Context: an optimization exercise on an open-source flow, tuned for small area, a short achievable clock period and few clock cycles per item. The choices shown serve that exercise and are no tape-out recipe.
RTL that was checked went through simulation tests only; none was proved equivalent to the original.
For runs 4 to 7, only the layout was checked, not whether the RTL still works.

===== design/flow/flow/run.sh =====
#!/bin/bash
# Standard layout (standard synthesis unchanged), except that the ports are
# buffered with small plain buffers instead of the resizer's default pick (a delay
# cell).
set -euo pipefail
export BUFFER_PORTS_ARGS="-buffer_cell sky130_fd_sc_hd__buf_1"
bash standard.sh synth > synth.log 2>&1
bash standard.sh > layout.log 2>&1

===== design/flow/design.v =====
module fpadder (output logic [31:0] sum, output logic ready,
		 input logic [31:0] a, input logic clock, nreset);
logic s_a, s_b, s_c, s_v, s_n;
logic [31:0] R;           
logic [23:0] Q;           
logic        sub;         
logic        flip;        
logic [7:0]  eA, eB, dd;
logic        azero, bzero, swp, aspec, bspec, nan;
logic [23:0] mS, mSal;
always_comb begin
  eA = R[30:23];
  eB = a[30:23];
  azero = (R[30:0] == '0);
  bzero = (a[30:0] == '0);
  swp = (eA < eB) | azero;
  dd  = swp ? (eB - eA) : (eA - eB);
  aspec = (eA == 8'hff);
  bspec = (eB == 8'hff);
  nan = (aspec && (R[22:0] != '0)) || (bspec && (a[22:0] != '0))
        || (aspec && bspec && (R[31] ^ a[31]));
  mS = {1'b1, swp ? R[22:0] : a[22:0]};
  mSal = (azero || bzero || dd >= 8'd24) ? 24'd0 : (mS >> dd[4:0]);
end
function automatic logic [24:0] sk_add(input logic [23:0] x, y, input logic ci);
  logic [24:0] g, p;
  logic [23:0] h;
  h = x ^ y;
  g = {x & y, ci};
  p = {h, 1'b0};
  for (int l = 0; l < 5; l++)
    for (int i = 0; i < 25; i++)
      if (((i >> l) & 1) == 1) begin
        g[i] = g[i] | (p[i] & g[((i >> l) << l) - 1]);
        p[i] = p[i] & p[((i >> l) << l) - 1];
      end
  sk_add = {g[24], h ^ g[23:0]};
endfunction
logic [23:0] p, q;
logic [24:0] D;
logic        neg, far, cy, ovf;
always_comb begin
  p = {1'b1, R[22:0]} & {24{~s_v}};
  q = Q ^ {24{sub}};
  D = sk_add(p, q, sub);
  neg = sub & ~D[24] & s_c;             
  far = sub ? (D[24] | s_v) & D[23] : 1'b1;
  cy  = ~sub & D[24];                   
  ovf = cy & (R[30:23] == 8'hfe);
end
logic [4:0]  lz;
logic [23:0] N;
always_comb begin
  lz = 5'd0;
  for (int i = 0; i < 24; i++)
    if (Q[i]) lz = 5'(23 - i);
  N = Q << lz;
end
assign ready = s_n | ((s_c | s_v) & ~neg & far);
always_comb begin
  if (s_n)
    sum = {R[31] ^ flip, R[30:23] - {3'd0, lz}, N[22:0]};
  else if (cy)
    sum = {R[31], R[30:23] + 8'd1, D[23:1] & {23{~ovf}}};
  else
    sum = {R[31] ^ s_v, R[30:23], D[22:0]};
end
always_ff @(posedge clock, negedge nreset)
  if (~nreset) begin
    {s_a, s_b, s_c, s_v, s_n} <= '0;
  end else begin
    s_a <= ready;
    s_b <= s_a;
    s_c <= s_b & ~(aspec | bspec);
    s_v <= s_c & neg;
    s_n <= (s_b & (aspec | bspec)) | ((s_c | s_v) & ~neg & ~far)
         | ~(s_a | s_b | s_c | s_v | s_n);
  end
always_ff @(posedge clock) begin
  flip <= 1'b0;
  if (~(s_a | s_b | s_c | s_v | s_n)) begin
    R <= '0;
    Q <= '0;
  end else if (s_b) begin
    if (aspec | bspec) begin
      R[31:23] <= {nan | (aspec ? R[31] : a[31]), 8'hff};
      Q <= {1'b1, {23{nan}}};
    end else begin
      if (swp) R <= a;
      Q <= mSal;
    end
    sub  <= R[31] ^ a[31];
  end else begin
    Q <= D[23:0];
    flip <= s_v;
    if (s_c & sub & (D[23:0] == '0))
      R[31:23] <= '0;
    if (s_a | s_n)
      R <= a;
  end
end
endmodule

===== design/flow/standard.sh =====
#!/bin/bash
# synth_recipe.tcl (not shown) runs the flow's synth.tcl, then flattens the netlist and writes it again
# the make line also repeats each setting of config.mk as NAME=value (left out here)
make -C /OpenROAD-flow-scripts/flow DESIGN_CONFIG=/design/flow/config.mk WORK_HOME=/design/flow/orfs CLKGATE_MAP_FILE= SYNTH_SCRIPT=/design/flow/synth_recipe.tcl "${@:-finish}"

===== design/flow/config.mk =====
export PLATFORM = sky130hd
export DESIGN_NAME = fpadder
export DESIGN_NICKNAME = fpadder
export VERILOG_FILES = /design/flow/design.v
export SDC_FILE = /design/flow/constraint.sdc
export NUM_CORES = 4
export LEC_CHECK = 0
export ABC_AREA = 1
export CAP_MARGIN = 20
export CORE_MARGIN = 2
export CORE_UTILIZATION = 40
export SLEW_MARGIN = 20

===== design/flow/constraint.sdc =====
create_clock -name core_clock -period 5.0 [get_ports {clock}]
set_input_delay 1.0000 -clock core_clock [delete_from_list [all_inputs] [get_ports {clock}]]
set_output_delay 1.0000 -clock core_clock [all_outputs]
set_load 0.01 [all_outputs]

==> flow_summary.yaml, run 1 <==
synth:
  ys_top_cells_by_area: "nand2_1, dfxtp_1, nand3_1, o21ai_0, inv_1"
  avgSynthCellArea_um2: 5.70
  syn_area_mm2: 0.00825
  syn_nets: 1533
  seq_area_frac_synth: 0.157
  synthDistinctLibCells: 52
  yosys.cell_count.top_type: "nand2_1"
  synth_edf_count: 1
  yosys_warnings: 1
  async_reset_ff_frac: 0.0794
  yosys.area.top_type: "nand2_1"
  ys_ff_latch: 63
  synth_cells: 1447
  synthFlopType: "dfxtp_1"
  ys_top_cells_by_count: "nand2_1, nand3_1, inv_1"
  netlist.area_leader.share: 0.180
layout:
  fill_cells: 2213
  nNetsFinal: 1560
  area_growth_pct: 9.42
  layout-drive-gt1-share: 0.0446
  diodes: 0
  multiInputGateArea_mm2: 0.00604
  register_area_mm2: 0.00130
run:
  drv_cap: 0
route:
  remaining_drc_errors: 0
  first_pass_iters: 5
  vias_per_cell: 5.55
  routedWlPerCell_um: 17.0
  routed_wl_um: 29700
  routed-via-count: 9701
  drt_iter0_markers: 702
  ant_nets: 0
sta:
  fin_crit_sh: 0.943
  slew_headroom: 0.329
  max_freq_mhz: 212
  skew_ps: 7.68
  hold_viol_final: 0
  tns_ps: 0
  setup_viol: 0
  rsz0062_at_grt: "false"
  finalMaxSlewViolations: 0
  worst_slew_pin_slew_ps: 999
  finalCriticalPeriod_ps: 4720
  timing.final.ws_setup_ps: 284
global_routing:
  grt_max_degree: 47
  track_usage: 0.269
  antenna_found_initial: 0
  first_global_vias: 8535
  overflow: 0
  grt_pass1_wl_um: 46400
clock_network:
  cts_resized: 0
  post-cts-setup-buffer-count: 0
  clock_latency_ps: 350
  numCtsBuffers: 9
  cts_tree: "built"
  cts_buffer_depth: 2
  clk_pin_slew_ps: 60
  cts_sinks: 63
  htree_num_levels: 3
  clockRootBuffer: "clkbuf_16"
  hold_buffers: 0
floorplan:
  dieHeight_um: 148
  die_w_um: 148
  core.rowCount: 52
  io_pins: 67
  start_util: 0.408
  dieArea_mm2: 0.0218
  fp.coreArea_mm2: 0.0202
place:
  pre_cts_ws_ps: 390
  io_buffer_count: 66
  hpwlAfterDp_um: 23900
  gp_congestion: 0.990
hold_path:
  hold_depth: 0
  hold_class: "flip-flop to flip-flop"
worst_setup_path:
  worstRegToRegCells: 16
  cp_max_fo: 27
  worstPathArrival_ps: 3720
  end_kind: "output pin"
  cp.required_ps: 4000
  timing_worst_setup_path_type: "flip-flop to output pin"
  startpoint_type: "flip-flop"
outcome:
  outcome: "finished clean"
cells in the final DEF, fill, tap and decap left out, drive strengths merged, types with 5 or more instances in the layout:
cell and n:
dfrtp 5, nor3 15, o211ai 19, nor4 14, a21oi 67, buf 89
clkinv 7, clkbuf 13, nor2 91, o21ai 186, dfxtp 57, inv 161
nand3 181, mux2i 6, xor2 32, xnor2 10, fa 7, nand3b 5
or2 6, a31oi 12, ha 45, nand4 21, nand2 399
routing by layer:
| layer | track usage | wire [um] | vias to the layer above |
|---|---|---|---|
| met1 | 0.375 | 13700 | 4426 |
| met4 | 0.0957 | 872 | 0 |
| met3 | 0.0321 | 1820 | 48 |
| met5 | 0 | 0 | - |
| li1 | - | - | 4898 |
| met2 | 0.429 | 13300 | 329 |
metrics by stage:
stage          hold slack (ps)  utilization  instance area, um2  instances
3_5_place_dp               359        0.431                8720       1733
3_3_place_gp               358        0.431                8720       1733
6_report                   374        0.446                9030       1749
5_1_grt                    388        0.446                9030       1749
4_1_cts                    371        0.444                8980       1749
2_1_floorplan              355            -                8250       1447
worst paths after layout:
path                                    start                to  slack [ps]
max                             sub$_DFFE_PP_            sum[3]         280
min                             s_a$_DFF_PN0_     s_b$_DFF_PN0_         370
max reg2reg                R[24]$_SDFFE_PP0P_  Q[11]$_SDFF_PP0_         780
min reg2reg                     s_a$_DFF_PN0_     s_b$_DFF_PN0_         370
max in group asynchronous              nreset     s_v$_DFF_PN0_        4140
min in group asynchronous              nreset     s_a$_DFF_PN0_         550
cell type report:
| type | count | share of cell area |
|---|---|---|
| multi-input cells | 1145 | 0.669 |
| flip-flops and latches | 63 | 0.144 |
| clock inverters | 4 | 0.00249 |
| repair buffers | 90 | 0.0511 |
| well taps | 270 | 0.0374 |
| clock buffers | 12 | 0.0273 |
| inverters | 165 | 0.0686 |
state kept, by name (all words and copies together), names as in the netlist:
register and count:
R 32, Q 24, flip 1, s_a 1, s_b 1, s_c 1, s_n 1, s_v 1
sub 1
cells by family (layout without fill, tap and decap cells):
kind of cell	Yosys count	after routing	synth area share
AOI/OAI and AO/OA	311	311	0.210
DFF	63	63	0.157
buffers and inverters	239	271	0.114
muxes	6	6	0.00728
adders and majority gates	52	52	0.0852
and+or+nand+nor	734	734	0.381
xor gates and xnor gates	42	42	0.0455
critical path, stage by stage, from the launching register on:
cell      delay [ps]
edfxtp_1         440
buf_4            200
xor2_1           170
ha_1             340
a21oi_1          140
nand2_1           80
nand3_1           70
nand2_1           60
nand2_1           80
nand2_1           90
a21o_4           240
nand2_1          110
nand2_4           90
nand3_1          110
nand2_1           60
nand2_1           80
nand2_1           90
nand2_2          110
inv_2             80
buf_8            160
nand3_1           60
o21ai_0          100
a22o_1           250
buf_1            130
Testbench counts, summed over its fixed seeds: cycles 106,173, ops 32,000.
==> run 2, diff against run 1 <==
--- a/design/flow/config.mk
+++ b/design/flow/config.mk
@@ -10,3 +10,4 @@
 export CORE_MARGIN = 2
 export CORE_UTILIZATION = 40
+export CTS_BUF_LIST = sky130_fd_sc_hd__clkbuf_4 sky130_fd_sc_hd__clkbuf_8
 export SLEW_MARGIN = 20
==> flow_summary.yaml, run 2 <==
floorplan:
  start_util: 0.408
  fp.coreArea_mm2: 0.0202
  core.rowCount: 52
  dieArea_mm2: 0.0218
  die_w_um: 148
  io_pins: 67
  dieHeight_um: 148
route:
  vias_per_cell: 5.54
  routed-via-count: 9697
  ant_nets: 0
  remaining_drc_errors: 0
  first_pass_iters: 5
  routedWlPerCell_um: 17.0
  drt_iter0_markers: 697
  routed_wl_um: 29700
worst_setup_path:
  worstPathArrival_ps: 3740
  cp.required_ps: 4000
  critPathMaxStageDelay_ps: 450
  timing.rr.start: "R[24]$_SDFFE_PP0P_"
  worstRegToRegCells: 16
  crit_start: "sub$_DFFE_PP_"
  rr_endpoint: "Q[11]$_SDFF_PP0_"
  cpMaxStageDelayCell: "edfxtp_1"
  cp_max_fo: 27
  timing_worst_setup_path_type: "flip-flop to output pin"
  crit_chain: "buf_4, xor2_1, ha_1, a21oi_1, nand2_1, nand3_1, nand2_1, nand2_1, nand2_1, a21o_4, nand2_1, nand2_4, nand3_1, nand2_1, nand2_1, nand2_1, nand2_2, inv_2, buf_8, nand3_1, o21ai_0, a22o_1, buf_1"
  crit_top_cell: "nand2_1"
  regToRegSetupSlack_ps: 710
  startpoint_type: "flip-flop"
  end_kind: "output pin"
layout:
  final_common_cell: "nand2_1"
  diodes: 0
  nNetsFinal: 1560
  area_growth_pct: 8.28
  utilization: 0.442
  layout.cells.most_common_list: "nand2_1, nand3_1, inv_1, o21ai_0, nor2_1"
  top_regs: "R x32, Q x24"
  layout.cells.non_filler: 1749
  layout-drive-gt1-share: 0.0460
  largest_register_ffs: 32
  regMostFlops: "R"
synth:
  seq_area_frac_synth: 0.157
  avgSynthCellArea_um2: 5.70
  async_reset_ff_frac: 0.0794
  syn_area_mm2: 0.00825
  ys_top_cells_by_count: "nand2_1, nand3_1, inv_1"
  synth_edf_count: 1
  yosys.cell_count.top_type: "nand2_1"
  syn_nets: 1533
  ys_top_cells_by_area: "nand2_1, dfxtp_1, nand3_1, o21ai_0, inv_1"
  synthDistinctLibCells: 52
  yosys_warnings: 1
  yosys.area.top_type: "nand2_1"
  synth_cells: 1447
  ys_ff_latch: 63
  synthFlopType: "dfxtp_1"
  netlist.area_leader.share: 0.180
sta:
  finalCriticalPeriod_ps: 4740
  max_freq_mhz: 211
  setup_viol: 0
  hold_viol_final: 0
  skew_ps: 10.5
  fin_crit_sh: 0.949
  whs_ps: 378
  finalMaxSlewViolations: 0
  timing.final.ws_setup_ps: 257
  worst_slew_pin_slew_ps: 1010
  slew_headroom: 0.320
outcome:
  outcome: "finished clean"
clock_network:
  cts_buffer_depth: 2
  clk_pin_slew_ps: 80
  cts_tree: "built"
  post-cts-setup-buffer-count: 0
  clock_latency_ps: 370
  cts_sinks: 63
  htree_num_levels: 3
  clockRootBuffer: "clkbuf_8"
  numCtsBuffers: 9
global_routing:
  first_global_vias: 8541
  grt_max_degree: 47
  grt_pass1_wl_um: 46400
  antenna_found_initial: 0
  overflow: 0
  track_usage: 0.269
place:
  pre_cts_ws_ps: 390
  hpwlAfterDp_um: 23900
  io_buffer_count: 66
  dp.cells: 1733
  gp_congestion: 0.990
hold_path:
  hp-start: "s_a$_DFF_PN0_"
  hold_class: "flip-flop to flip-flop"
  hold_depth: 0
  holdPathEnd: "s_b$_DFF_PN0_"
run:
  drv_cap: 0
-- run 2: per-layer routing --
metal | routed length (um) | share of wire | track usage | up-vias
met4 | 943 | 0.032 | 0.102 | 0
met1 | 13900 | 0.47 | 0.375 | 4439
li1 | - | - | - | 4896
met5 | 0 | 0 | 0 | -
met3 | 1590 | 0.054 | 0.0287 | 52
met2 | 13300 | 0.45 | 0.427 | 310
-- run 2: metrics by stage --
step / setup TNS, ps / area (um2)
floorplan: 0 / 8250
global placement: 0 / 8720
detailed placement: 0 / 8720
CTS: 0 / 8890
global route: -19.6 / 8930
finish: 0 / 8930
-- run 2: worst max-delay path, delay by kind of cell (launching register included) --
family	cells	cell delay (ps)
AOI/OAI and AO/OA	4	740
xor gates and xnor gates	1	170
adders and majority gates	1	330
buffers and inverters	4	570
DFF	1	450
and+or+nand+nor	13	1130
-- run 2: worst max path at each step --
| stage | endpoint | slack (ps) |
|---|---|---|
| after CTS | sum[2] | 160 |
| final | sum[3] | 260 |
| after detailed placement | Q[11]$_SDFF_PP0_ | 390 |
| after global placement | Q[11]$_SDFF_PP0_ | 420 |
| after global routing | sum[22] | -20 |
| after floorplan | sum[25] | 660 |
-- run 2: logic make-up (layout without fill, tap and decap cells) --
kind of cell	count (synthesis)	after routing	share of synthesized area
flops	63	63	0.157
buf+inv	239	271	0.114
simple gates	734	734	0.381
mux	6	6	0.00728
xor+xnor	42	42	0.0455
compound gates	311	311	0.210
fa+ha+maj	52	52	0.0852
-- run 2: what timing repair did --
item / CTS / global route
hold buffers: 0 / 0
endpoints found under the setup margin: 0 / 28
gates resized for setup: 0 / 13
-- run 2: final cells by class --
| class | instances | area, um2 |
|---|---|---|
| flip-flops and latches | 63 | 1300 |
| clock inverters | 4 | 22.5 |
| well taps | 270 | 338 |
| multi-input cells | 1145 | 6040 |
| repair buffers | 90 | 463 |
| clock buffers | 12 | 153 |
| inverters | 165 | 619 |
| fillers | 2230 | 11300 |
==> run 3, diff against run 2 <==
--- a/design/flow/config.mk
+++ b/design/flow/config.mk
@@ -10,4 +10,4 @@
 export CORE_MARGIN = 2
 export CORE_UTILIZATION = 40
-export CTS_BUF_LIST = sky130_fd_sc_hd__clkbuf_4 sky130_fd_sc_hd__clkbuf_8
+export CTS_BUF_LIST = sky130_fd_sc_hd__clkbuf_8
 export SLEW_MARGIN = 20
==> flow_summary.yaml, run 3 <==
clock_network:
  hold_buffers: 0
  post-cts-setup-buffer-count: 0
  clockRootBuffer: "clkbuf_8"
  cts_buffer_depth: 2
  cts_tree: "built"
  cts_resized: 0
  clk_pin_slew_ps: 80
  numCtsBuffers: 9
  cts_sinks: 63
  htree_num_levels: 3
  clock_latency_ps: 370
sta:
  max_freq_mhz: 211
  worst_slew_pin_slew_ps: 978
  slew_headroom: 0.343
  finalCriticalPeriod_ps: 4730
  setup_viol: 0
  fin_crit_sh: 0.947
  finalMaxSlewViolations: 0
  timing.final.ws_setup_ps: 266
  whs_ps: 378
  hold_viol_final: 0
  skew_ps: 10.4
  tns_ps: 0
global_routing:
  antenna_found_initial: 0
  first_global_vias: 8541
  grt_pass1_wl_um: 46400
  grt_max_degree: 47
  overflow: 0
  track_usage: 0.269
run:
  drv_cap: 0
route:
  top_layer: "met4"
  met1_length_um: 13700
  ant_nets: 0
  wl_met3_um: 1730
  routed_wl_um: 29600
  first_pass_iters: 7
  drt_iter0_markers: 636
  vias_per_cell: 5.56
  wl_met2_um: 13300
  routedWlPerCell_um: 16.9
  routed-via-count: 9723
  remaining_drc_errors: 0
floorplan:
  fp.coreArea_mm2: 0.0202
  io_pins: 67
  die_w_um: 148
  dieArea_mm2: 0.0218
  start_util: 0.408
  core.rowCount: 52
  dieHeight_um: 148
worst_setup_path:
  critPathMaxStageDelay_ps: 450
  startpoint_type: "flip-flop"
  path_delay_family: "simple AND/OR/NAND/NOR gates"
  path_buf_inv: 4
  timing_worst_setup_path_type: "flip-flop to output pin"
  worstPathArrival_ps: 3730
  cp.required_ps: 4000
  crit_top_cell: "nand2_1"
  crit_chain: "buf_4, xor2_1, ha_1, a21oi_1, nand2_1, nand3_1, nand2_1, nand2_1, nand2_1, a21o_4, nand2_1, nand2_4, nand3_1, nand2_1, nand2_1, nand2_1, nand2_2, inv_2, buf_12, nand3_1, o21ai_0, a22o_1, buf_1"
  cp_max_fo: 27
  end_kind: "output pin"
  cpMaxStageDelayCell: "edfxtp_1"
layout:
  largest_register_ffs: 32
  nNetsFinal: 1560
  fill_cells: 2229
  multiInputGateArea_mm2: 0.00604
  layout-drive-gt1-share: 0.0446
  diodes: 0
  layout.cells.most_common_list: "nand2_1, nand3_1, inv_1, o21ai_0, nor2_1"
  top_regs: "R x32, Q x24"
  area_growth_pct: 8.25
  regMostFlops: "R"
  final_common_cell: "nand2_1"
  register_area_mm2: 0.00130
place:
  gp_congestion: 0.990
  io_buffer_count: 66
  pre_cts_ws_ps: 390
  hpwlAfterDp_um: 23900
synth:
  avgSynthCellArea_um2: 5.70
  yosys.area.top_type: "nand2_1"
  synth_edf_count: 1
  ys_top_cells_by_area: "nand2_1, dfxtp_1, nand3_1, o21ai_0, inv_1"
  async_reset_ff_frac: 0.0794
  synth_cells: 1447
  seq_area_frac_synth: 0.157
  ys_top_cells_by_count: "nand2_1, nand3_1, inv_1"
  syn_area_mm2: 0.00825
  ys_ff_latch: 63
  yosys_warnings: 1
  synthFlopType: "dfxtp_1"
  synthDistinctLibCells: 52
  yosys.cell_count.top_type: "nand2_1"
  netlist.area_leader.share: 0.180
  syn_nets: 1533
hold_path:
  hold_class: "flip-flop to flip-flop"
outcome:
  outcome: "finished clean"
## run 3: cells by family after synthesis
kind of cell             Yosys count  synth area share
AND/OR/NAND/NOR                  734             0.381
AO/OA/AOI/OAI                    311             0.210
buffers and inverters            239             0.114
flip-flops                        63             0.157
adder cells (fa/ha/maj)           52            0.0852
XOR/XNOR                          42            0.0455
multiplexers                       6           0.00728
## run 3: routing by layer
layer / global-route usage / vias up
met5: 0 / -
met3: 0.0287 / 53
met2: 0.427 / 336
met1: 0.375 / 4439
li1: - / 4895
met4: 0.102 / 0
## run 3: area by class of cell
cell class	count	area share
well taps	270	0.0378
inverters	165	0.0693
flip-flops and latches	63	0.145
clock inverters	6	0.00336
clock buffers	10	0.0154
repair buffers	90	0.0524
multi-input cells	1145	0.677
## run 3: final timing paths
check / end / cells past startpoint / startpoint / slack (ps)
min reg2reg: s_b$_DFF_PN0_ / 0 / s_a$_DFF_PN0_ / 380
max reg2reg: Q[11]$_SDFF_PP0_ / 16 / R[24]$_SDFFE_PP0P_ / 720
max in group asynchronous: s_v$_DFF_PN0_ / 1 / nreset / 4170
max: sum[3] / 23 / sub$_DFFE_PP_ / 270
min: s_b$_DFF_PN0_ / 0 / s_a$_DFF_PN0_ / 380
min in group asynchronous: s_n$_DFF_PN0_ / 1 / nreset / 530
## run 3: per-stage QoR
stage | instances | utilization | instance area, um2
3_3_place_gp | 1733 | 0.431 | 8720
6_report | 1749 | 0.441 | 8930
4_1_cts | 1749 | 0.439 | 8880
2_1_floorplan | 1447 | - | 8250
5_1_grt | 1749 | 0.441 | 8930
3_5_place_dp | 1733 | 0.431 | 8720
==> run 4, diff against run 3 <==
--- a/design/flow/design.v
+++ b/design/flow/design.v
@@ -59,10 +59,11 @@
 assign ready = s_n | ((s_c | s_v) & ~neg & far);
 always_comb begin
+  sum[31] = R[31] ^ (s_n ? flip : s_v);
   if (s_n)
-    sum = {R[31] ^ flip, R[30:23] - {3'd0, lz}, N[22:0]};
+    sum[30:0] = {R[30:23] - {3'd0, lz}, N[22:0]};
   else if (cy)
-    sum = {R[31], R[30:23] + 8'd1, D[23:1] & {23{~ovf}}};
+    sum[30:0] = {R[30:23] + 8'd1, D[23:1] & {23{~ovf}}};
   else
-    sum = {R[31] ^ s_v, R[30:23], D[22:0]};
+    sum[30:0] = {R[30:23], D[22:0]};
 end
 always_ff @(posedge clock, negedge nreset)
==> flow_summary.yaml, run 4 <==
synth:
  ys_top_cells_by_area: "nand2_1, dfxtp_1, nand3_1, inv_1, o21ai_0"
  syn_area_mm2: 0.00828
  yosys_warnings: 1
  syn_nets: 1547
  synthFlopType: "dfxtp_1"
  synth_cells: 1461
  synthDistinctLibCells: 50
  ys_top_cells_by_count: "nand2_1, inv_1, nand3_1"
  ys_ff_latch: 63
  seq_area_frac_synth: 0.156
  avgSynthCellArea_um2: 5.67
  netlist.area_leader.share: 0.180
  synth_edf_count: 1
  async_reset_ff_frac: 0.0794
  yosys.cell_count.top_type: "nand2_1"
  yosys.area.top_type: "nand2_1"
worst_setup_path:
  startpoint_type: "flip-flop"
  timing_worst_setup_path_type: "flip-flop to output pin"
  worstRegToRegCells: 20
  timing.rr.start: "R[26]$_SDFFE_PP0P_"
  cp_max_fo: 15
  end_kind: "output pin"
  regToRegSetupSlack_ps: 800
  cp.required_ps: 4000
  worstPathArrival_ps: 3740
  rr_endpoint: "Q[8]$_SDFF_PP0_"
layout:
  final_area_mm2: 0.00915
  top_regs: "R x32, Q x24"
  nNetsFinal: 1584
  regMostFlops: "R"
  largest_register_ffs: 32
  area_growth_pct: 10.5
  final_common_cell: "nand2_1"
  utilization: 0.451
  layout-drive-gt1-share: 0.0625
  diodes: 0
  layout.cells.most_common_list: "nand2_1, inv_1, nand3_1, o21ai_0, nor2_1"
place:
  io_buffer_count: 66
  place_area_mm2: 0.00879
  hpwlAfterDp_um: 24500
  gp_congestion: 1.01
sta:
  max_freq_mhz: 211
  setup_viol: 0
  rsz0062_at_grt: "true"
  hold_viol_final: 0
  worst_slew_pin_slew_ps: 803
  skew_ps: 15.0
  slew_headroom: 0.460
  finalMaxSlewViolations: 0
  fin_crit_sh: 0.948
  finalCriticalPeriod_ps: 4740
global_routing:
  overflow: 0
  grt_pass1_wl_um: 48000
  track_usage: 0.274
  first_global_vias: 9099
  antenna_found_initial: 0
  grt_max_degree: 47
route:
  drt_iter0_markers: 605
  routed_wl_um: 30300
  remaining_drc_errors: 0
  first_pass_iters: 6
  vias_per_cell: 5.54
  ant_nets: 0
  routed-via-count: 9824
  routedWlPerCell_um: 17.1
hold_path:
  hp-start: "s_a$_DFF_PN0_"
  hold_class: "flip-flop to flip-flop"
  holdPathEnd: "s_b$_DFF_PN0_"
  hold_depth: 0
clock_network:
  clk_pin_slew_ps: 90
  clock_latency_ps: 360
  numCtsBuffers: 9
  cts_tree: "built"
  cts_sinks: 63
  clockRootBuffer: "clkbuf_8"
  cts_buffer_depth: 2
  htree_num_levels: 3
run:
  drv_cap: 0
outcome:
  outcome: "finished clean"
floorplan:
  core.rowCount: 52
  dieHeight_um: 148
  fp.coreArea_mm2: 0.0203
  die_w_um: 148
  start_util: 0.408
  io_pins: 67
  dieArea_mm2: 0.0219
## run 4: cell count changes after synthesis, sizes merged, moves of 5 or more
cell    delta
o21ai      +5
nor2       -6
o22ai      +6
nand3     -19
a21oi     +15
o211ai     -5
inv        +9
clkbuf     +9
buf        -9
## run 4: metrics by stage
step	worst slack (ps)	std cells	hold WS [ps]	setup TNS, ps
3_3_place_gp	466	1753	381	0
4_1_cts	51.0	1770	400	0
3_5_place_dp	372	1753	368	0
5_1_grt	-77.0	1773	409	-262
6_report	261	1773	404	0
2_1_floorplan	694	1461	355	0
## run 4: layer usage
| metal | track usage | share of wire |
|---|---|---|
| met1 | 0.361 | 0.44 |
| met2 | 0.458 | 0.46 |
| met3 | 0.0333 | 0.064 |
| met4 | 0.107 | 0.040 |
| met5 | 0 | 0 |
## run 4: area by class of cell
| class | instances | area, um2 |
|---|---|---|
| fill | 2319 | 11100 |
| inverter | 175 | 663 |
| clock buffer | 9 | 124 |
| timing repair buffer | 100 | 556 |
| multi-input combinational | 1149 | 6100 |
| sequential | 63 | 1300 |
| tap | 270 | 338 |
| clock inverter | 7 | 72.6 |
## run 4: cells by family (layout without fill, tap and decap cells)
| logic type | Yosys count | in the layout | synth area share |
|---|---|---|---|
| xor gates and xnor gates | 43 | 43 | 0.0464 |
| muxes | 6 | 6 | 0.00770 |
| and+or+nand+nor | 717 | 717 | 0.372 |
| adders and majority gates | 52 | 52 | 0.0849 |
| DFF | 63 | 63 | 0.156 |
| buffers and inverters | 249 | 291 | 0.116 |
| AOI/OAI and AO/OA | 331 | 331 | 0.217 |
## run 4: worst max path at each step
stage	end	slack [ps]	start
2_1_floorplan	sum[4]	690	sub$_DFFE_PP_
3_3_place_gp	sum[16]	470	sub$_DFFE_PP_
3_5_place_dp	sum[21]	370	sub$_DFFE_PP_
4_1_cts	sum[21]	50	sub$_DFFE_PP_
5_1_grt	sum[21]	-80	sub$_DFFE_PP_
6_report	sum[21]	260	sub$_DFFE_PP_
## run 4: worst max-delay path, cell delays in order, from the launching register on
cell,delay (ps)
edfxtp_1,410
buf_8,190
buf_6,170
xnor2_1,290
inv_1,80
ha_1,200
a21oi_1,300
o21ai_1,230
a311oi_2,340
nand2_1,90
nand2_1,90
nand2_2,90
nand2_4,140
buf_6,190
nor2_1,70
inv_2,120
o22ai_1,80
nand2_1,70
o21ai_0,80
buf_2,150
## run 4: what timing repair did
| item | CTS | global route |
|---|---|---|
| hold endpoints to repair | 0 | 0 |
| hold buffers | 0 | 0 |
| endpoints found under the setup margin | 6 | 32 |
| buffers inserted | 1 | 2 |
| pin swaps | 1 | 3 |
| resized for setup | 2 | 33 |
| gates cloned | 0 | 1 |
==> run 5, diff against run 4 <==
--- a/design/flow/design.v
+++ b/design/flow/design.v
@@ -51,8 +51,22 @@
 logic [4:0]  lz;
 logic [23:0] N;
+logic [31:0] zt [0:5];
+logic [4:0]  ct [0:5][0:31];
 always_comb begin
-  lz = 5'd0;
-  for (int i = 0; i < 24; i++)
-    if (Q[i]) lz = 5'(23 - i);
+  for (int i = 0; i < 32; i++) begin
+    zt[0][i] = (i < 8) ? 1'b0 : ~Q[i - 8];
+    ct[0][i] = 5'd0;
+  end
+  for (int k = 1; k <= 5; k++)
+    for (int g = 0; g < 32; g++) begin
+      zt[k][g] = 1'b0;
+      ct[k][g] = 5'd0;
+      if (g < (32 >> k)) begin
+        zt[k][g] = zt[k-1][2*g+1] & zt[k-1][2*g];
+        ct[k][g] = zt[k-1][2*g+1] ? (ct[k-1][2*g] | 5'(1 << (k-1)))
+                                  : ct[k-1][2*g+1];
+      end
+    end
+  lz = ct[5][0];
   N = Q << lz;
 end
@@ -81,5 +95,5 @@
   flip <= 1'b0;
   if (~(s_a | s_b | s_c | s_v | s_n)) begin
-    R <= '0;
+    R[31:23] <= {1'b0, 8'd24};
     Q <= '0;
   end else if (s_b) begin
@@ -96,5 +110,5 @@
     flip <= s_v;
     if (s_c & sub & (D[23:0] == '0))
-      R[31:23] <= '0;
+      R[31:23] <= {1'b0, 8'd24};         
     if (s_a | s_n)
       R <= a;
==> flow_summary.yaml, run 5 <==
worst_setup_path:
  regToRegSetupSlack_ps: 890
  worstPathArrival_ps: 3750
  crit_chain: "nor2_2, nand3_2, nor2_2, nand2_2, inv_2, nand2_4, clkinv_2, o21ai_2, nand2_4, inv_2, ha_1, fa_1, inv_1, a21oi_1, o21ai_1, a21oi_1, nand3_1, nand2_1, xor2_1, buf_1"
  timing_worst_setup_path_type: "flip-flop to output pin"
  end_kind: "output pin"
  startpoint_type: "flip-flop"
  worstRegToRegCells: 24
  cp_max_fo: 12
  critPathMaxStageDelay_ps: 450
  cp.required_ps: 4000
  rr_endpoint: "R[29]$_SDFFE_PP0P_"
  timing.rr.start: "sub$_DFFE_PP_"
  cpMaxStageDelayCell: "fa_1"
layout:
  final_common_cell: "nand2_1"
  area_growth_pct: 6.37
  layout.cells.most_common_list: "nand2_1, nand3_1, inv_1, nor2_1, o21ai_0"
  top_regs: "R x32, Q x24"
  fill_cells: 2444
  regMostFlops: "R"
  layout-drive-gt1-share: 0.0679
  utilization: 0.434
  nNetsFinal: 1612
  diodes: 0
  largest_register_ffs: 32
global_routing:
  first_global_vias: 9072
  grt_pass1_wl_um: 48600
  track_usage: 0.257
  antenna_found_initial: 0
  grt_max_degree: 41
  overflow: 0
floorplan:
  core.rowCount: 54
  dieArea_mm2: 0.0235
  dieHeight_um: 153
  io_pins: 67
  fp.coreArea_mm2: 0.0218
  start_util: 0.408
  die_w_um: 153
clock_network:
  post-cts-setup-buffer-count: 0
  clk_pin_slew_ps: 80
  cts_buffer_depth: 2
  clock_latency_ps: 370
  cts_sinks: 63
  numCtsBuffers: 9
  cts_resized: 0
  htree_num_levels: 3
  hold_buffers: 0
  cts_tree: "built"
  clockRootBuffer: "clkbuf_8"
route:
  vias_per_cell: 5.57
  ant_nets: 0
  routed_wl_um: 30900
  routed-via-count: 10086
  remaining_drc_errors: 0
  drt_iter0_markers: 952
  routedWlPerCell_um: 17.1
  first_pass_iters: 6
synth:
  seq_area_frac_synth: 0.172
  synth_fa_ha_area_frac: 0.0790
  synth-simple-area-share: 0.451
  async_reset_ff_frac: 0.0794
  yosys.area.top_type: "nand2_1"
  synthFlopType: "dfxtp_1"
  ys_top_cells_by_area: "nand2_1, nand3_1, edfxtp_1, dfxtp_1, ha_1"
  synth_edf_count: 24
  ys_ff_latch: 63
  synthDistinctLibCells: 58
  yosys.cell_count.top_type: "nand2_1"
  synth_compound_area_frac: 0.143
  synth_top_family_by_area: "simple AND/OR/NAND/NOR gates"
  synth.area.mux_share: 0.00112
  synth_xor_area_frac: 0.0461
  synth_cells: 1493
  ys_top_cells_by_count: "nand2_1, nand3_1, inv_1"
  syn_area_mm2: 0.00890
  yosys_warnings: 3
  netlist.area_leader.share: 0.179
  syn_nets: 1579
  avgSynthCellArea_um2: 5.96
run:
  drv_cap: 0
sta:
  setup_viol: 0
  fin_crit_sh: 0.950
  max_freq_mhz: 211
  finalCriticalPeriod_ps: 4750
  slew_headroom: 0.344
  worst_slew_pin_slew_ps: 983
  rsz0062_at_grt: "false"
  skew_ps: 13.5
  finalMaxSlewViolations: 0
  hold_viol_final: 0
  tns_ps: 0
outcome:
  outcome: "finished clean"
hold_path:
  hp-start: "s_a$_DFF_PN0_"
  hold_depth: 0
  holdPathEnd: "s_b$_DFF_PN0_"
  hold_class: "flip-flop to flip-flop"
place:
  io_buffer_count: 66
  gp_congestion: 0.979
  hpwlAfterDp_um: 25100
==> run 5: cell types whose count changed after synthesis, sizes merged, moves of 5 or more <==
cell	before	now
mux2i	6	1
nand2	402	448
nor3	17	22
nand3	162	285
o21ai	191	93
buf	25	47
nand4	24	13
nor2	85	107
dfxtp	57	34
inv	170	144
clkbuf	49	23
a31oi	13	6
edfxtp	1	24
==> run 5: through the flow <==
stage | area, um2 | setup WS, ps | instances | hold slack [ps]
finish | 9470 | 252 | 1811 | 402
global route | 9470 | 16.5 | 1811 | 427
CTS | 9440 | 2.87 | 1809 | 403
detailed placement | 9290 | 456 | 1793 | 378
global placement | 9290 | 511 | 1793 | 379
floorplan | 8900 | 845 | 1493 | 355
==> run 5: critical path: cells and delay by family (launching register included) <==
family,cells,cell delay (ps)
compound gates,4,530
xor+xnor,1,130
flops,1,370
simple gates,8,980
buf+inv,5,670
fa+ha+maj,2,670
==> run 5: worst max path at each step <==
stage | from | endpoint | slack [ps] | cells after the start
CTS | s_v$_DFF_PN0_ | sum[7] | 3 | 16
detailed placement | s_v$_DFF_PN0_ | sum[7] | 460 | 16
global placement | s_v$_DFF_PN0_ | sum[7] | 510 | 16
finish | Q[23]$_SDFF_PP0_ | sum[29] | 250 | 20
global route | s_v$_DFF_PN0_ | sum[7] | 20 | 15
floorplan | sub$_DFFE_PP_ | sum[3] | 850 | 17
==> run 5: cells by family after synthesis <==
group           Yosys count
simple gates            895
compound gates          220
buf+inv                 216
flops                    63
fa+ha+maj                52
xor+xnor                 46
mux                       1
==> run 5: metal layers <==
metal | track usage | vias to the layer above | wire [um] | part of all wire
met2 | 0.408 | 329 | 13900 | 0.45
li1 | - | 5055 | - | -
met3 | 0.0247 | 61 | 1770 | 0.057
met5 | 0 | - | 0 | 0
met1 | 0.358 | 4641 | 14000 | 0.45
met4 | 0.104 | 0 | 1210 | 0.039
==> run 5: final cells by class <==
type                    count  area, um2  share of cell area
clock buffers               9        124              0.0131
clock inverters             7       32.5             0.00344
inverters                 146        561              0.0592
multi-input cells        1216       6430               0.679
flip-flops and latches     63       1530               0.161
well taps                 280        350              0.0370
repair buffers             90        440              0.0465
==> run 6, diff against run 5 <==
--- a/design/flow/design.v
+++ b/design/flow/design.v
@@ -23,17 +23,25 @@
   mSal = (azero || bzero || dd >= 8'd24) ? 24'd0 : (mS >> dd[4:0]);
 end
-function automatic logic [24:0] sk_add(input logic [23:0] x, y, input logic ci);
-  logic [24:0] g, p;
+function automatic logic [24:0] bk_add(input logic [23:0] x, y, input logic ci);
+  logic [24:0] g, p, gg, pp;
   logic [23:0] h;
   h = x ^ y;
   g = {x & y, ci};
   p = {h, 1'b0};
+  gg = g;
+  pp = p;
   for (int l = 0; l < 5; l++)
     for (int i = 0; i < 25; i++)
-      if (((i >> l) & 1) == 1) begin
-        g[i] = g[i] | (p[i] & g[((i >> l) << l) - 1]);
-        p[i] = p[i] & p[((i >> l) << l) - 1];
+      if ((i + 1) % (2 << l) == 0) begin
+        gg[i] = gg[i] | (pp[i] & gg[i - (1 << l)]);
+        pp[i] = pp[i] & pp[i - (1 << l)];
       end
-  sk_add = {g[24], h ^ g[23:0]};
+  for (int l = 3; l >= 0; l--)
+    for (int i = 0; i < 25; i++)
+      if ((i + 1) % (2 << l) == (1 << l) && i >= (2 << l)) begin
+        gg[i] = gg[i] | (pp[i] & gg[i - (1 << l)]);
+        pp[i] = pp[i] & pp[i - (1 << l)];
+      end
+  bk_add = {gg[24], h ^ gg[23:0]};
 endfunction
 logic [23:0] p, q;
@@ -43,5 +51,5 @@
   p = {1'b1, R[22:0]} & {24{~s_v}};
   q = Q ^ {24{sub}};
-  D = sk_add(p, q, sub);
+  D = bk_add(p, q, sub);
   neg = sub & ~D[24] & s_c;             
   far = sub ? (D[24] | s_v) & D[23] : 1'b1;
@@ -51,33 +59,18 @@
 logic [4:0]  lz;
 logic [23:0] N;
-logic [31:0] zt [0:5];
-logic [4:0]  ct [0:5][0:31];
 always_comb begin
-  for (int i = 0; i < 32; i++) begin
-    zt[0][i] = (i < 8) ? 1'b0 : ~Q[i - 8];
-    ct[0][i] = 5'd0;
-  end
-  for (int k = 1; k <= 5; k++)
-    for (int g = 0; g < 32; g++) begin
-      zt[k][g] = 1'b0;
-      ct[k][g] = 5'd0;
-      if (g < (32 >> k)) begin
-        zt[k][g] = zt[k-1][2*g+1] & zt[k-1][2*g];
-        ct[k][g] = zt[k-1][2*g+1] ? (ct[k-1][2*g] | 5'(1 << (k-1)))
-                                  : ct[k-1][2*g+1];
-      end
-    end
-  lz = ct[5][0];
+  lz = 5'd0;
+  for (int i = 0; i < 24; i++)
+    if (Q[i]) lz = 5'(23 - i);
   N = Q << lz;
 end
 assign ready = s_n | ((s_c | s_v) & ~neg & far);
 always_comb begin
-  sum[31] = R[31] ^ (s_n ? flip : s_v);
   if (s_n)
-    sum[30:0] = {R[30:23] - {3'd0, lz}, N[22:0]};
+    sum = {R[31] ^ flip, R[30:23] - {3'd0, lz}, N[22:0]};
   else if (cy)
-    sum[30:0] = {R[30:23] + 8'd1, D[23:1] & {23{~ovf}}};
+    sum = {R[31], R[30:23] + 8'd1, D[23:1] & {23{~ovf}}};
   else
-    sum[30:0] = {R[30:23], D[22:0]};
+    sum = {R[31] ^ s_v, R[30:23], D[22:0]};
 end
 always_ff @(posedge clock, negedge nreset)
@@ -95,5 +88,5 @@
   flip <= 1'b0;
   if (~(s_a | s_b | s_c | s_v | s_n)) begin
-    R[31:23] <= {1'b0, 8'd24};
+    R <= '0;
     Q <= '0;
   end else if (s_b) begin
@@ -110,5 +103,5 @@
     flip <= s_v;
     if (s_c & sub & (D[23:0] == '0))
-      R[31:23] <= {1'b0, 8'd24};         
+      R[31:23] <= '0;
     if (s_a | s_n)
       R <= a;
==> design/flow/flow/run.sh (replaced) <==
#!/bin/bash
# Standard layout (standard synthesis unchanged), except that the ports are
# buffered with plain buffers instead of the resizer's default pick (a delay
# cell).
set -euo pipefail
export BUFFER_PORTS_ARGS="-buffer_cell sky130_fd_sc_hd__buf_2"
bash standard.sh synth > synth.log 2>&1
bash standard.sh > layout.log 2>&1
--- a/design/flow/config.mk
+++ b/design/flow/config.mk
@@ -10,4 +10,3 @@
 export CORE_MARGIN = 2
 export CORE_UTILIZATION = 40
-export CTS_BUF_LIST = sky130_fd_sc_hd__clkbuf_8
 export SLEW_MARGIN = 20
==> flow_summary.yaml, run 6 <==
worst_setup_path:
  crit_start: "sub$_DFFE_PP_"
  end_kind: "output pin"
  critPathMaxStageDelay_ps: 520
  cpMaxStageDelayCell: "edfxtp_1"
  cp_max_fo: 5
  cp.required_ps: 4000
  path_delay_family: "simple AND/OR/NAND/NOR gates"
  timing_worst_setup_path_type: "flip-flop to output pin"
  crit_top_cell: "nand2_2"
  worstPathArrival_ps: 4530
  startpoint_type: "flip-flop"
  timing.rr.start: "sub$_DFFE_PP_"
  path_buf_inv: 7
global_routing:
  grt_max_degree: 47
  first_global_vias: 8896
  antenna_found_initial: 0
  overflow: 0
  grt_pass1_wl_um: 47600
  track_usage: 0.271
clock_network:
  clock_latency_ps: 340
  clockRootBuffer: "clkbuf_16"
  numCtsBuffers: 9
  cts_tree: "built"
  cts_sinks: 63
  clk_pin_slew_ps: 60
  cts_buffer_depth: 2
  hold_buffers: 0
  htree_num_levels: 3
layout:
  nNetsFinal: 1560
  area_growth_pct: 15.0
  final_common_cell: "nand2_1"
  largest_register_ffs: 32
  diodes: 0
  fill_cells: 2224
  final_area_mm2: 0.00961
  multiInputGateArea_mm2: 0.00633
  register_area_mm2: 0.00130
  layout-drive-gt1-share: 0.153
  regMostFlops: "R"
  top_regs: "R x32, Q x24"
  layout.cells.most_common_list: "nand2_1, nand3_1, inv_1, a21oi_1, o21ai_0"
synth:
  synthDistinctLibCells: 55
  ys_ff_latch: 63
  yosys_warnings: 1
  synthFlopType: "dfxtp_1"
  ys_top_cells_by_area: "nand2_1, dfxtp_1, nand3_1, ha_1, inv_1"
  seq_area_frac_synth: 0.155
  avgSynthCellArea_um2: 5.96
  yosys.area.top_type: "nand2_1"
  yosys.cell_count.top_type: "nand2_1"
  syn_nets: 1494
  synth_edf_count: 1
  ys_top_cells_by_count: "nand2_1, nand3_1, inv_1"
  syn_area_mm2: 0.00836
  netlist.area_leader.share: 0.181
  synth_cells: 1401
  async_reset_ff_frac: 0.0794
route:
  drt_iter0_markers: 847
  first_pass_iters: 7
  remaining_drc_errors: 0
  ant_nets: 0
  vias_per_cell: 5.54
  routed_wl_um: 29900
  routedWlPerCell_um: 17.2
  routed-via-count: 9653
floorplan:
  core.rowCount: 52
  start_util: 0.410
  fp.coreArea_mm2: 0.0204
  die_w_um: 149
  dieHeight_um: 149
  dieArea_mm2: 0.0221
  io_pins: 67
outcome:
  violations: "setup timing"
  outcome: "complete, but fails checks"
place:
  place_area_mm2: 0.00904
  hpwlAfterDp_um: 23900
  gp_congestion: 0.969
  io_buffer_count: 66
sta:
  rsz0062_at_grt: "true"
  hold_viol_final: 0
  max_freq_mhz: 181
  skew_ps: 10.5
  slew_headroom: 0.369
  finalCriticalPeriod_ps: 5530
  timing.final.ws_setup_ps: -530
  setup_viol: 33
  fin_crit_sh: 1.11
  worst_slew_pin_slew_ps: 939
  finalMaxSlewViolations: 0
run:
  drv_cap: 0
hold_path:
  hold_class: "flip-flop to flip-flop"
  hp-start: "s_a$_DFF_PN0_"
run 6: cell count changes after synthesis, sizes merged, moves of 14 or more:
| cell | previous run | this run |
|---|---|---|
| dfxtp | 34 | 57 |
| edfxtp | 24 | 1 |
| nand2 | 448 | 419 |
| nand3 | 285 | 214 |
| nor2 | 107 | 72 |
| nor4 | 9 | 23 |
| o21ai | 93 | 116 |
run 6: what timing repair did:
action / in CTS / in global routing
cloned: 1 / 0
pin swaps: 21 / 27
resized for setup: 27 / 23
setup buffers: 6 / 5
setup endpoints to repair: 33 / 42
run 6: path summary, 6_finish.rpt:
check	slack, ps	cells after the start	endpoint
min	380	0	s_b$_DFF_PN0_
min reg2reg	380	0	s_b$_DFF_PN0_
max in group asynchronous	4370	1	s_c$_DFF_PN0_
max reg2reg	80	26	R[26]$_SDFFE_PP0P_
min in group asynchronous	480	1	s_a$_DFF_PN0_
max	-530	32	sum[10]
run 6: per-stage QoR:
step	cells	hold slack [ps]	util	setup TNS [ps]	setup slack (ps)
6_report	1742	378	0.472	-12820	-530
5_1_grt	1742	384	0.472	-24160	-828
4_1_cts	1737	381	0.466	-11490	-493
3_5_place_dp	1714	373	0.444	-2750	-266
3_3_place_gp	1714	361	0.444	-230	-88.5
2_1_floorplan	1401	355	-	-1160	-127
run 6: layout make-up:
type	instances	area share
multi-input combinational	1126	0.658
clock inverter	5	0.00599
inverter	142	0.0567
tap	270	0.0351
sequential	63	0.135
timing repair inverter	1	0.000781
clock buffer	11	0.0252
timing repair buffer	124	0.0833
run 6: routing by layer:
layer / vias up / GRT usage / routed length, um / share of wire
li1: 4846 / - / - / -
met1: 4423 / 0.375 / 13700 / 0.46
met2: 333 / 0.444 / 13900 / 0.46
met3: 51 / 0.0294 / 1550 / 0.052
met4: 0 / 0.0829 / 846 / 0.028
met5: - / 0 / 0 / 0
run 6: cells by family after synthesis:
family | share of synthesized area
AO/OA/AOI/OAI | 0.176
buffers and inverters | 0.111
flip-flops | 0.155
AND/OR/NAND/NOR | 0.403
XOR/XNOR | 0.0535
adder cells (fa/ha/maj) | 0.102
==> run 7, diff against run 6 <==
==> design/flow/design.v (replaced) <==
module fpadder (output logic [31:0] sum, output logic ready,
		 input logic [31:0] a, input logic clock, nreset);
logic s_a, s_b, s_c, s_n;
logic [31:0] R;           
logic [23:0] Q;           
logic        sub;         
logic [7:0]  eA, eB, dd;
logic        azero, bzero, swp, swpe, aspec, bspec, nan;
logic [23:0] mS, mSal;
always_comb begin
  eA = R[30:23];
  eB = a[30:23];
  azero = (R[30:0] == '0);
  bzero = (a[30:0] == '0);
  swp  = (R[30:0] < a[30:0]) | azero;
  swpe = (eA < eB) | azero;
  dd   = swpe ? (eB - eA) : (eA - eB);
  aspec = (eA == 8'hff);
  bspec = (eB == 8'hff);
  nan = (aspec && (R[22:0] != '0)) || (bspec && (a[22:0] != '0))
        || (aspec && bspec && (R[31] ^ a[31]));
  mS = {1'b1, swp ? R[22:0] : a[22:0]};
  mSal = (azero || bzero || dd >= 8'd24) ? 24'd0 : (mS >> dd[4:0]);
end
function automatic logic [24:0] sk_add(input logic [23:0] x, y, input logic ci);
  logic [24:0] g, p;
  logic [23:0] h;
  h = x ^ y;
  g = {x & y, ci};
  p = {h, 1'b0};
  for (int l = 0; l < 5; l++)
    for (int i = 0; i < 25; i++)
      if (((i >> l) & 1) == 1) begin
        g[i] = g[i] | (p[i] & g[((i >> l) << l) - 1]);
        p[i] = p[i] & p[((i >> l) << l) - 1];
      end
  sk_add = {g[24], h ^ g[23:0]};
endfunction
logic [24:0] D;
logic        far, cy, ovf;
always_comb begin
  D = sk_add({1'b1, R[22:0]}, Q, sub);
  far = ~sub | D[23];                   
  cy  = ~sub & D[24];                   
  ovf = cy & (R[30:23] == 8'hfe);
end
logic [4:0]  lz;
logic [23:0] N;
always_comb begin
  lz = 5'd0;
  for (int i = 0; i < 24; i++)
    if (Q[i]) lz = 5'(23 - i);
  N = Q << lz;
end
assign ready = s_n | (s_c & far);
always_comb begin
  if (s_n)
    sum = {R[31], R[30:23] - {3'd0, lz}, N[22:0]};
  else if (cy)
    sum = {R[31], R[30:23] + 8'd1, D[23:1] & {23{~ovf}}};
  else
    sum = {R[31], R[30:23], D[22:0]};
end
always_ff @(posedge clock, negedge nreset)
  if (~nreset) begin
    {s_a, s_b, s_c, s_n} <= '0;
  end else begin
    s_a <= ready;
    s_b <= s_a;
    s_c <= s_b & ~(aspec | bspec);
    s_n <= (s_b & (aspec | bspec)) | (s_c & ~far) | ~(s_a | s_b | s_c | s_n);
  end
always_ff @(posedge clock) begin
  if (~(s_a | s_b | s_c | s_n)) begin
    R <= '0;
    Q <= '0;
  end else if (s_b) begin
    if (aspec | bspec) begin
      R[31:23] <= {nan | (aspec ? R[31] : a[31]), 8'hff};
      Q <= {1'b1, {23{nan}}};
    end else begin
      if (swp) R <= a;
      Q <= mSal ^ {24{R[31] ^ a[31]}};
    end
    sub  <= R[31] ^ a[31];
  end else begin
    Q <= D[23:0];
    if (s_c & sub & (D[23:0] == '0))
      R[31:23] <= '0;
    if (s_a | s_n)
      R <= a;
  end
end
endmodule
==> flow_summary.yaml, run 7 <==
worst_setup_path:
  crit_start: "sub$_DFFE_PP_"
  timing_worst_setup_path_type: "flip-flop to output pin"
  crit_top_cell: "nand2_1"
  path_delay_family: "compound AO/OA/AOI/OAI gates"
  path_buf_inv: 3
  cp_max_fo: 4
  critPathMaxStageDelay_ps: 490
  timing.rr.start: "sub$_DFFE_PP_"
  worstPathArrival_ps: 3800
  cp.required_ps: 4000
  end_kind: "output pin"
  crit_chain: "inv_1, fa_2, o21ai_2, nand3_1, nand2_1, nand2_1, nand2_1, nand2_1, nand2_2, a21boi_2, o21ai_4, buf_4, fa_1, xnor2_1, o22ai_1, nand2_1, o21ai_0, buf_2"
  startpoint_type: "flip-flop"
  cpMaxStageDelayCell: "xnor2_1"
floorplan:
  fp.coreArea_mm2: 0.0219
  dieHeight_um: 153
  io_pins: 67
  dieArea_mm2: 0.0235
  core.rowCount: 54
  start_util: 0.408
  die_w_um: 153
synth:
  ys_top_cells_by_count: "nand2_1, nand3_1, inv_1"
  synthFlopType: "dfxtp_1"
  yosys.area.top_type: "nand3_1"
  synth_cells: 1544
  yosys_warnings: 1
  syn_nets: 1652
  async_reset_ff_frac: 0.0656
  ys_top_cells_by_area: "nand3_1, nand2_1, dfxtp_1, ha_1, inv_1"
  synth_edf_count: 1
  yosys.cell_count.top_type: "nand2_1"
  syn_area_mm2: 0.00893
  seq_area_frac_synth: 0.140
  avgSynthCellArea_um2: 5.79
  netlist.area_leader.share: 0.188
  ys_ff_latch: 61
  synthDistinctLibCells: 53
clock_network:
  htree_num_levels: 3
  numCtsBuffers: 9
  clock_latency_ps: 350
  clk_pin_slew_ps: 60
  cts_sinks: 61
  clockRootBuffer: "clkbuf_16"
  cts_buffer_depth: 2
  cts_tree: "built"
sta:
  hold_viol_final: 0
  skew_ps: 9.66
  rsz0062_at_grt: "false"
  worst_slew_pin_slew_ps: 751
  finalMaxSlewViolations: 0
  finalCriticalPeriod_ps: 4800
  setup_viol: 0
  timing.final.ws_setup_ps: 202
  slew_headroom: 0.496
  tns_ps: 0
  fin_crit_sh: 0.960
  max_freq_mhz: 208
run:
  drv_cap: 0
layout:
  layout-drive-gt1-share: 0.107
  layout.cells.most_common_list: "nand2_1, nand3_1, inv_1, a21oi_1, o21ai_0"
  area_growth_pct: 10.9
  nNetsFinal: 1687
  top_regs: "R x32, Q x24"
  multiInputGateArea_mm2: 0.00678
  register_area_mm2: 0.00125
  regMostFlops: "R"
  diodes: 0
  largest_register_ffs: 32
  final_common_cell: "nand2_1"
  fill_cells: 2376
route:
  routedWlPerCell_um: 17.9
  first_pass_iters: 6
  vias_per_cell: 5.76
  routed_wl_um: 33300
  routed-via-count: 10735
  drt_iter0_markers: 882
  ant_nets: 0
  remaining_drc_errors: 0
global_routing:
  track_usage: 0.283
  overflow: 0
  grt_util_met2: 0.430
  grt_use_met1: 0.398
  busiest_layer: "met2"
  grt_pass1_wl_um: 53700
  antenna_found_initial: 0
  use_met3: 0.0377
  first_global_vias: 9845
  grt_max_degree: 47
place:
  pre_cts_ws_ps: 271
  io_buffer_count: 66
  hpwlAfterDp_um: 27200
  gp_congestion: 1.00
outcome:
  outcome: "finished clean"
hold_path:
  hold_class: "flip-flop to flip-flop"
  hp-start: "s_a$_DFF_PN0_"
-- run 7: cell types whose count changed after synthesis, moves of 16 or more --
cell,delta
ha_1,+22
nand4_1,+16
nand3_1,+125
clkbuf_1,+23
inv_1,+16
o21ai_1,-26
xor2_1,-23
-- run 7: final timing paths --
path / endpoint / slack [ps] / cells past startpoint
worst min register to register: s_b$_DFF_PN0_ / 370 / 0
worst max register to register: R[26]$_SDFFE_PP0P_ / 450 / 25
worst min-delay path: s_b$_DFF_PN0_ / 370 / 0
min in group asynchronous: s_b$_DFF_PN0_ / 450 / 1
worst max-delay path: sum[15] / 200 / 18
max in group asynchronous: s_a$_DFF_PN0_ / 4410 / 1
-- run 7: per-stage QoR --
| step | instance area [um2] | util | hold WS, ps | instances |
|---|---|---|---|---|
| 2_1_floorplan | 8930 | - | 355 | 1544 |
| 3_3_place_gp | 9520 | 0.435 | 369 | 1846 |
| 3_5_place_dp | 9520 | 0.435 | 367 | 1846 |
| 4_1_cts | 9850 | 0.450 | 373 | 1862 |
| 5_1_grt | 9910 | 0.453 | 377 | 1864 |
| 6_report | 9910 | 0.453 | 372 | 1864 |
-- run 7: cell families after synthesis --
logic type,synth area share
buf+inv,0.105
simple gates,0.454
compound gates,0.158
flops,0.140
xor+xnor,0.0326
fa+ha+maj,0.110
-- run 7: layout make-up --
| cell class | instances | area share |
|---|---|---|
| tap | 280 | 0.0354 |
| clock buffer | 10 | 0.0241 |
| clock inverter | 6 | 0.00872 |
| inverter | 156 | 0.0594 |
| multi-input combinational | 1248 | 0.684 |
| sequential | 61 | 0.126 |
| timing repair buffer | 103 | 0.0618 |
-- run 7: per-layer routing --
layer / vias to the layer above / share of wire
met5: - / 0
met3: 78 / 0.067
met1: 4918 / 0.45
met2: 418 / 0.43
li1: 5321 / -
met4: 0 / 0.045
-- run 7: repair_timing --
action,CTS,global route
setup buffers,0,2
hold buffers,0,0
gates resized for setup,1,12
pin swaps,0,1
gates cloned,0,0
setup endpoints to repair,10,35
-- run 7: worst register-to-register path: stages (launching register included) --
cell and delay, ps:
edfxtp_1 420, inv_1 250, fa_2 300, o21ai_2 80, nand3_1 70, nand2_1 60
nand2_1 70, nand2_1 60, nand2_1 80, nand2_2 80, a21boi_2 270, o21ai_4 120
buf_4 160, fa_1 370, xnor2_1 490, nand3_1 130, nor3_1 200, nand4_1 110
nor3_1 260, nand3_1 110, nor2_1 110, nand3_1 100, nand2_2 270, nand3_1 130
nand2_1 90, nor2_1 40

## re-timing with driven ports
How much do the figures lean on ideal ports? The routed layouts below were timed once more, with nothing changed but the port constraints. Step 1 (the two cells are an assumption about what drives the block):
set clk [get_ports {clock}]
set_driving_cell -lib_cell sky130_fd_sc_hd__clkbuf_16 $clk
set_driving_cell -lib_cell sky130_fd_sc_hd__buf_2 [delete_from_list [all_inputs] $clk]
Step 2, shift: input delay + t, output delay - t, t = (earliest + latest rising clock arrival at the registers) / 2. This alone moves slack from input paths to output paths. Three values: ideal ports, drivers, drivers and shift; two values: the first two.
| run | t (ns) | slack for setup (ns) | worst setup path at the end | latest minus earliest clock arrival (ns) | worst slew at a driven data input, ns |
|---|---|---|---|---|---|
| run 1 | 0.389 | 0.284 / 0.239 / 0.308 | input to register | 0.008 / 0.007 | 0.03 |
| run 2 | 0.406 | 0.257 / 0.217 / 0.255 | input to register | 0.011 / 0.011 | 0.03 |
| run 3 | 0.408 | 0.266 / 0.226 / 0.283 | input to register | 0.010 / 0.011 | 0.03 |
| run 4 | 0.397 | 0.261 / 0.220 / 0.454 | input to register | 0.015 / 0.015 | 0.03 |
| run 5 | 0.400 | 0.252 / 0.213 / 0.613 | register to output | 0.013 / 0.014 | 0.03 |
| run 6 | 0.374 | -0.530 / -0.571 / -0.197 | register to output | 0.011 / 0.011 | 0.04 |
| run 7 | 0.384 | 0.202 / 0.160 / 0.446 | register to register | 0.010 / 0.010 | 0.04 |
For run 2, which loses most, drivers alone change the setup slack by -0.040 ns; drivers and shift together by -0.002 ns.
